This is an optimization exercise on Yosys and OpenROAD, whose aim is small area and a short achievable clock period, not a production implementation.
At most, simulation tests tie the RTL to the original design; equivalence was not proved.
Power is estimated from default activity; no workload was simulated.

== north ==
==> module fp_mul, before the edit <==
module fp_mul(
    input clk,
    input rst,
    input [31:0] a_s,
    input [31:0] b_s,
    output reg [31:0] c_out,
    output reg overflow
);
    localparam M = 12;    
    reg [4:0] cnt;
    reg  st, dn;                
    wire start = st;
    wire done  = dn;
    wire fin   = done | rst;    
    wire eadd  = (cnt != 5'd0) && (cnt <= 5'd8);
    reg [22:0] A;         
    reg [22:0] B;         
    reg [23:0] P;         
    reg        k;         
    reg        q24, q23;  
    reg [7:0]  X;         
    reg [7:0]  Y;         
    reg        cy;        
    reg        Z;         
    reg        sx, sr;    
    wire        b0 = start & b_s[0];
    wire [23:0] pp = ({1'b1, a_s[22:0]} & {24{b0}}) | ({1'b1, A} & {24{B[0]}});
    wire [M-1:0] lo  = {1'b0, P[M-2:0]} + {1'b0, pp[M-2:0]};
    wire         s1  = P[M-1] ^ pp[M-1] ^ k;
    wire         c1  = (P[M-1] & pp[M-1]) | (P[M-1] & k) | (pp[M-1] & k);
    wire         sm  = s1 ^ lo[M-1];
    wire         c2  = s1 & lo[M-1];
    wire [24-M:0] hi = {1'b0, P[23:M]} + {1'b0, pp[23:M]} + {{(24-M){1'b0}}, c1};
    wire [24:0]  U   = {hi, sm, lo[M-2:0]};
    wire es = X[0] ^ Y[0] ^ (cy & eadd);
    wire ec = (X[0] & Y[0]) | (X[0] & cy) | (Y[0] & cy);
    always @(posedge clk) begin
        if (start) begin
            A  <= a_s[22:0];
            B  <= {1'b1, b_s[22:2], b_s[1] & ~rst};
            X  <= a_s[30:23];
            Y  <= b_s[30:23];
            cy <= 1'b1;
            sx <= a_s[31];
            sr <= a_s[31] ^ b_s[31];
        end else begin
            B  <= {1'b0, B[22:2], B[1] & ~fin};
            X  <= {es, X[7:1]};
            Y  <= {1'b0, Y[7:1]};
            if (eadd) cy <= ec;
        end
        P   <= fin ? 24'd0 : U[24:1];
        k   <= ~fin & c2;
        q24 <= U[0];
        q23 <= q24;
        if (cnt == 5'd1) Z <= (X == 8'd0) || (Y == 8'd0);
    end
    wire        p47 = P[22];
    wire [7:0]  e   = {~X[7], X[6:0]};
    wire        e8  = ~(cy ^ X[7]);
    wire [7:0]  eo  = e + {7'd0, p47};
    wire        of  = e8 | (p47 & (&e));
    wire [22:0] fr  = p47 ? {P[21:0], q24} : {P[20:0], q24, q23};
    wire        zr  = Z | rst;
    always @(posedge clk) begin
        if (fin)
            cnt <= 5'd0;
        else
            cnt <= cnt + 5'd1;
        st <= fin;
        dn <= ~rst & (cnt == 5'd24);
        if (fin) begin
            c_out[31]    <= ~rst & (Z ? sx : sr);
            c_out[30:23] <= zr ? 8'd0 : eo;
            c_out[22:0]  <= zr ? 23'd0 : fr;
            overflow     <= ~rst & of;
        end
    end
endmodule
==> flow/config.mk <==
export PLATFORM = sky130hd
export DESIGN_NAME = fp_mul
export DESIGN_NICKNAME = fp_mul
export VERILOG_FILES = /design/flow/design.v
export SDC_FILE = /design/flow/constraint.sdc
export NUM_CORES = 4
export LEC_CHECK = 0
export CAP_MARGIN = 20
export CORE_MARGIN = 2
export CORE_UTILIZATION = 40
export SETUP_SLACK_MARGIN = 2.0
export SLEW_MARGIN = 20
==> flow/constraint.sdc <==
create_clock -name core_clock -period 4.0 [get_ports {clk}]
set_input_delay 0.8000 -clock core_clock [delete_from_list [all_inputs] [get_ports {clk}]]
set_output_delay 0.8000 -clock core_clock [all_outputs]
set_load 0.01 [all_outputs]
standard.sh (not shown) runs the stock make flow with config.mk's settings and CLKGATE_MAP_FILE= SYNTH_SCRIPT=/design/flow/synth_recipe.tcl, a recipe that flattens the netlist after the stock synthesis.
==> flow/flow/run.sh <==
#!/bin/bash
# Standard layout (the standard.sh), with these changes:
#  - port buffers made of sky130_fd_sc_hd__buf_1 cells instead of the default pick;
#  - clock tree leaves of clkbuf_8 under a clkbuf_16 root, no dummy loads;
#  - no mapping of adders to full/half-adder cells (abc maps them);
#  - abc maps the logic with flow/abc.script (no abc-level buffering or sizing;
#    the resizer does that after placement). Everything else in ORFS's scripts
#    folder is used unchanged, from a copy.
set -euo pipefail
cp -r "$FLOW_HOME/scripts" scripts_mod
cp flow/abc.script scripts_mod/abc_speed.script
export SCRIPTS_DIR="$PWD/scripts_mod"
export BUFFER_PORTS_ARGS="-buffer_cell sky130_fd_sc_hd__buf_1"
export CTS_ARGS="-sink_clustering_enable -repair_clock_nets -buf_list sky130_fd_sc_hd__clkbuf_8 -root_buf sky130_fd_sc_hd__clkbuf_16 -dont_use_dummy_load"
bash standard.sh ADDER_MAP_FILE= finish > standard_make.log 2>&1
==> flow/flow/abc.script <==
&get -n
&st
&dch
&nf
&put
Having completed the whole flow, north delivered a layout that passed the timing, design-rule and antenna checks.
The following lists how south was set up differently from north:
diff --git a/flow/design.v b/flow/design.v
--- a/flow/design.v
+++ b/flow/design.v
@@ -9,8 +9,6 @@
     localparam M = 12;    
     reg [4:0] cnt;
-    reg  st, dn;                
-    wire start = st;
-    wire done  = dn;
-    wire fin   = done | rst;    
+    wire start = (cnt == 5'd0);
+    wire done  = (cnt == 5'd25);
     wire eadd  = (cnt != 5'd0) && (cnt <= 5'd8);
     reg [22:0] A;         
@@ -24,6 +22,5 @@
     reg        Z;         
     reg        sx, sr;    
-    wire        b0 = start & b_s[0];
-    wire [23:0] pp = ({1'b1, a_s[22:0]} & {24{b0}}) | ({1'b1, A} & {24{B[0]}});
+    wire [23:0] pp = B[0] ? {1'b1, A} : 24'd0;
     wire [M-1:0] lo  = {1'b0, P[M-2:0]} + {1'b0, pp[M-2:0]};
     wire         s1  = P[M-1] ^ pp[M-1] ^ k;
@@ -38,5 +35,5 @@
         if (start) begin
             A  <= a_s[22:0];
-            B  <= {1'b1, b_s[22:2], b_s[1] & ~rst};
+            B  <= {1'b1, b_s[22:1]};
             X  <= a_s[30:23];
             Y  <= b_s[30:23];
@@ -44,12 +41,14 @@
             sx <= a_s[31];
             sr <= a_s[31] ^ b_s[31];
+            P  <= b_s[0] ? {1'b0, 1'b1, a_s[22:1]} : 24'd0;
+            k  <= 1'b0;
         end else begin
-            B  <= {1'b0, B[22:2], B[1] & ~fin};
+            B  <= {1'b0, B[22:1]};
             X  <= {es, X[7:1]};
             Y  <= {1'b0, Y[7:1]};
             if (eadd) cy <= ec;
+            P  <= U[24:1];
+            k  <= c2;
         end
-        P   <= fin ? 24'd0 : U[24:1];
-        k   <= ~fin & c2;
         q24 <= U[0];
         q23 <= q24;
@@ -64,11 +63,9 @@
     wire        zr  = Z | rst;
     always @(posedge clk) begin
-        if (fin)
+        if (rst || done)
             cnt <= 5'd0;
         else
             cnt <= cnt + 5'd1;
-        st <= fin;
-        dn <= ~rst & (cnt == 5'd24);
-        if (fin) begin
+        if (rst || done) begin
             c_out[31]    <= ~rst & (Z ? sx : sr);
             c_out[30:23] <= zr ? 8'd0 : eo;
==> comparison <==
- south ended with every stage complete and zero timing, DRC or antenna violations.
- Comparing logic gate share of total power for north and south, the bigger number came from south.
- north has higher buffer and inverter count on the worst path than south.
- Total power: south above north
- Critical path depth, north and south: larger value in north
- Any difference in worst hold slack between north and south is small enough to ignore.
- The higher maximum fanout along the worst path of north and south is in south.
The RTL of north was laid out without a check of its function.


The RTL this note starts from:
==> flow/design.v <==
module fp_mul(
    input clk,
    input rst,
    input [31:0] a_s,
    input [31:0] b_s,
    output reg [31:0] c_out,
    output reg overflow
);
    localparam M = 12;    
    reg [4:0] cnt;
    reg  st, dn;                
    wire start = st;
    wire done  = dn;
    wire eadd  = (cnt != 5'd0) && (cnt <= 5'd8);
    reg [22:0] A;         
    reg [22:0] B;         
    reg [23:0] P;         
    reg        k;         
    reg        q24, q23;  
    reg [7:0]  X;         
    reg [7:0]  Y;         
    reg        cy;        
    reg        Z;         
    reg        sx, sr;    
    wire [23:0] pp = B[0] ? {1'b1, A} : 24'd0;
    wire [M-1:0] lo  = {1'b0, P[M-2:0]} + {1'b0, pp[M-2:0]};
    wire         s1  = P[M-1] ^ pp[M-1] ^ k;
    wire         c1  = (P[M-1] & pp[M-1]) | (P[M-1] & k) | (pp[M-1] & k);
    wire         sm  = s1 ^ lo[M-1];
    wire         c2  = s1 & lo[M-1];
    wire [24-M:0] hi = {1'b0, P[23:M]} + {1'b0, pp[23:M]} + {{(24-M){1'b0}}, c1};
    wire [24:0]  U   = {hi, sm, lo[M-2:0]};
    wire es = X[0] ^ Y[0] ^ (cy & eadd);
    wire ec = (X[0] & Y[0]) | (X[0] & cy) | (Y[0] & cy);
    always @(posedge clk) begin
        if (start) begin
            A  <= a_s[22:0];
            B  <= {1'b1, b_s[22:1]};
            X  <= a_s[30:23];
            Y  <= b_s[30:23];
            cy <= 1'b1;
            sx <= a_s[31];
            sr <= a_s[31] ^ b_s[31];
            P  <= b_s[0] ? {1'b0, 1'b1, a_s[22:1]} : 24'd0;
            k  <= 1'b0;
        end else begin
            B  <= {1'b0, B[22:1]};
            X  <= {es, X[7:1]};
            Y  <= {1'b0, Y[7:1]};
            if (eadd) cy <= ec;
            P  <= U[24:1];
            k  <= c2;
        end
        q24 <= U[0];
        q23 <= q24;
        if (cnt == 5'd1) Z <= (X == 8'd0) || (Y == 8'd0);
    end
    wire        p47 = P[22];
    wire [7:0]  e   = {~X[7], X[6:0]};
    wire        e8  = ~(cy ^ X[7]);
    wire [7:0]  eo  = e + {7'd0, p47};
    wire        of  = e8 | (p47 & (&e));
    wire [22:0] fr  = p47 ? {P[21:0], q24} : {P[20:0], q24, q23};
    wire        zr  = Z | rst;
    always @(posedge clk) begin
        if (rst || done)
            cnt <= 5'd0;
        else
            cnt <= cnt + 5'd1;
        st <= rst | done;
        dn <= ~rst & (cnt == 5'd24);
        if (rst || done) begin
            c_out[31]    <= ~rst & (Z ? sx : sr);
            c_out[30:23] <= zr ? 8'd0 : eo;
            c_out[22:0]  <= zr ? 23'd0 : fr;
            overflow     <= ~rst & of;
        end
    end
endmodule
==> flow/config.mk <==
export PLATFORM = sky130hd
export DESIGN_NAME = fp_mul
export DESIGN_NICKNAME = fp_mul
export VERILOG_FILES = /design/flow/design.v
export SDC_FILE = /design/flow/constraint.sdc
export NUM_CORES = 4
export LEC_CHECK = 0
export CAP_MARGIN = 20
export CORE_MARGIN = 2
export CORE_UTILIZATION = 40
export SETUP_SLACK_MARGIN = 2.0
export SLEW_MARGIN = 20
==> flow/constraint.sdc <==
create_clock -name core_clock -period 4.0 [get_ports {clk}]
set_input_delay 0.8000 -clock core_clock [delete_from_list [all_inputs] [get_ports {clk}]]
set_output_delay 0.8000 -clock core_clock [all_outputs]
set_load 0.01 [all_outputs]
Scripts as last shown in full above: flow/flow/run.sh, flow/flow/abc.script
The first run passed the timing, design-rule and antenna checks.
Change:
==> flow/design.v (replaced) <==
module fp_mul(
    input clk,
    input rst,
    input [31:0] a_s,
    input [31:0] b_s,
    output reg [31:0] c_out,
    output reg overflow
);
    localparam M = 12;    
    reg [4:0] cnt;
    wire start = (cnt == 5'd0);
    wire done  = (cnt == 5'd25);
    wire fin   = done | rst;    
    wire eadd  = (cnt != 5'd0) && (cnt <= 5'd8);
    reg [22:0] A;         
    reg [22:0] B;         
    reg [23:0] P;         
    reg        k;         
    reg        q24, q23;  
    reg [7:0]  X;         
    reg [7:0]  Y;         
    reg        cy;        
    reg        Z;         
    reg        sx, sr;    
    wire        b0 = start & b_s[0];
    wire [23:0] pp = ({1'b1, a_s[22:0]} & {24{b0}}) | ({1'b1, A} & {24{B[0]}});
    wire [M-1:0] lo  = {1'b0, P[M-2:0]} + {1'b0, pp[M-2:0]};
    wire         s1  = P[M-1] ^ pp[M-1] ^ k;
    wire         c1  = (P[M-1] & pp[M-1]) | (P[M-1] & k) | (pp[M-1] & k);
    wire         sm  = s1 ^ lo[M-1];
    wire         c2  = s1 & lo[M-1];
    wire [24-M:0] hi = {1'b0, P[23:M]} + {1'b0, pp[23:M]} + {{(24-M){1'b0}}, c1};
    wire [24:0]  U   = {hi, sm, lo[M-2:0]};
    wire es = X[0] ^ Y[0] ^ (cy & eadd);
    wire ec = (X[0] & Y[0]) | (X[0] & cy) | (Y[0] & cy);
    always @(posedge clk) begin
        if (start) begin
            A  <= a_s[22:0];
            B  <= {1'b1, b_s[22:2], b_s[1] & ~rst};
            X  <= a_s[30:23];
            Y  <= b_s[30:23];
            cy <= 1'b1;
            sx <= a_s[31];
            sr <= a_s[31] ^ b_s[31];
        end else begin
            B  <= {1'b0, B[22:2], B[1] & ~fin};
            X  <= {es, X[7:1]};
            Y  <= {1'b0, Y[7:1]};
            if (eadd) cy <= ec;
        end
        P   <= fin ? 24'd0 : U[24:1];
        k   <= ~fin & c2;
        q24 <= U[0];
        q23 <= q24;
        if (cnt == 5'd1) Z <= (X == 8'd0) || (Y == 8'd0);
    end
    wire        p47 = P[22];
    wire [7:0]  e   = {~X[7], X[6:0]};
    wire        e8  = ~(cy ^ X[7]);
    wire [7:0]  eo  = e + {7'd0, p47};
    wire        of  = e8 | (p47 & (&e));
    wire [22:0] fr  = p47 ? {P[21:0], q24} : {P[20:0], q24, q23};
    wire        zr  = Z | rst;
    always @(posedge clk) begin
        if (fin)
            cnt <= 5'd0;
        else
            cnt <= cnt + 5'd1;
        if (fin) begin
            c_out[31]    <= ~rst & (Z ? sx : sr);
            c_out[30:23] <= zr ? 8'd0 : eo;
            c_out[22:0]  <= zr ? 23'd0 : fr;
            overflow     <= ~rst & of;
        end
    end
endmodule
What happened: The changed run ran to the end with no violations; area after synthesis increases by 3.8%; sequential share of layout area goes down by 7.0 points; via count climbs by 8.0%; sequential power increases by about 5%; clock skew is about the same.
No functional check of the RTL was part of the second run of this note.

port drivers added, routing unchanged:
How much do the figures lean on ideal ports? The routed layouts below were timed once more, with nothing changed but the port constraints. Step 1 assumes that a clkbuf_16 drives the clock port and a buf_2 every other input. Step 2 adds t to the input delays and takes it off the output delays; t is the mean of the earliest and latest rising clock arrival at the registers after step 1. Input paths then give back, and output paths get back, about the clock's delay inside the block. Three values: no drivers, after step 1, after step 2; two values: the first two.
run | t, ns | slack for setup (ns) | worst slew at a driven data input, ns
north | 0.404 | 1.561 / 1.563 / 1.159 | 0.06
south | 0.397 | 1.908 / 1.908 / 1.908 | 0.04
the first run of note 2 | 0.398 | 1.936 / 1.936 / 1.815 | 0.04
the second run of note 2 | 0.394 | 1.629 / 1.628 / 1.234 | 0.05
After both steps setup and hold are still met in every run listed. For north, which loses most, drivers alone change the setup slack by +0.002 ns; drivers and shift together by -0.402 ns.
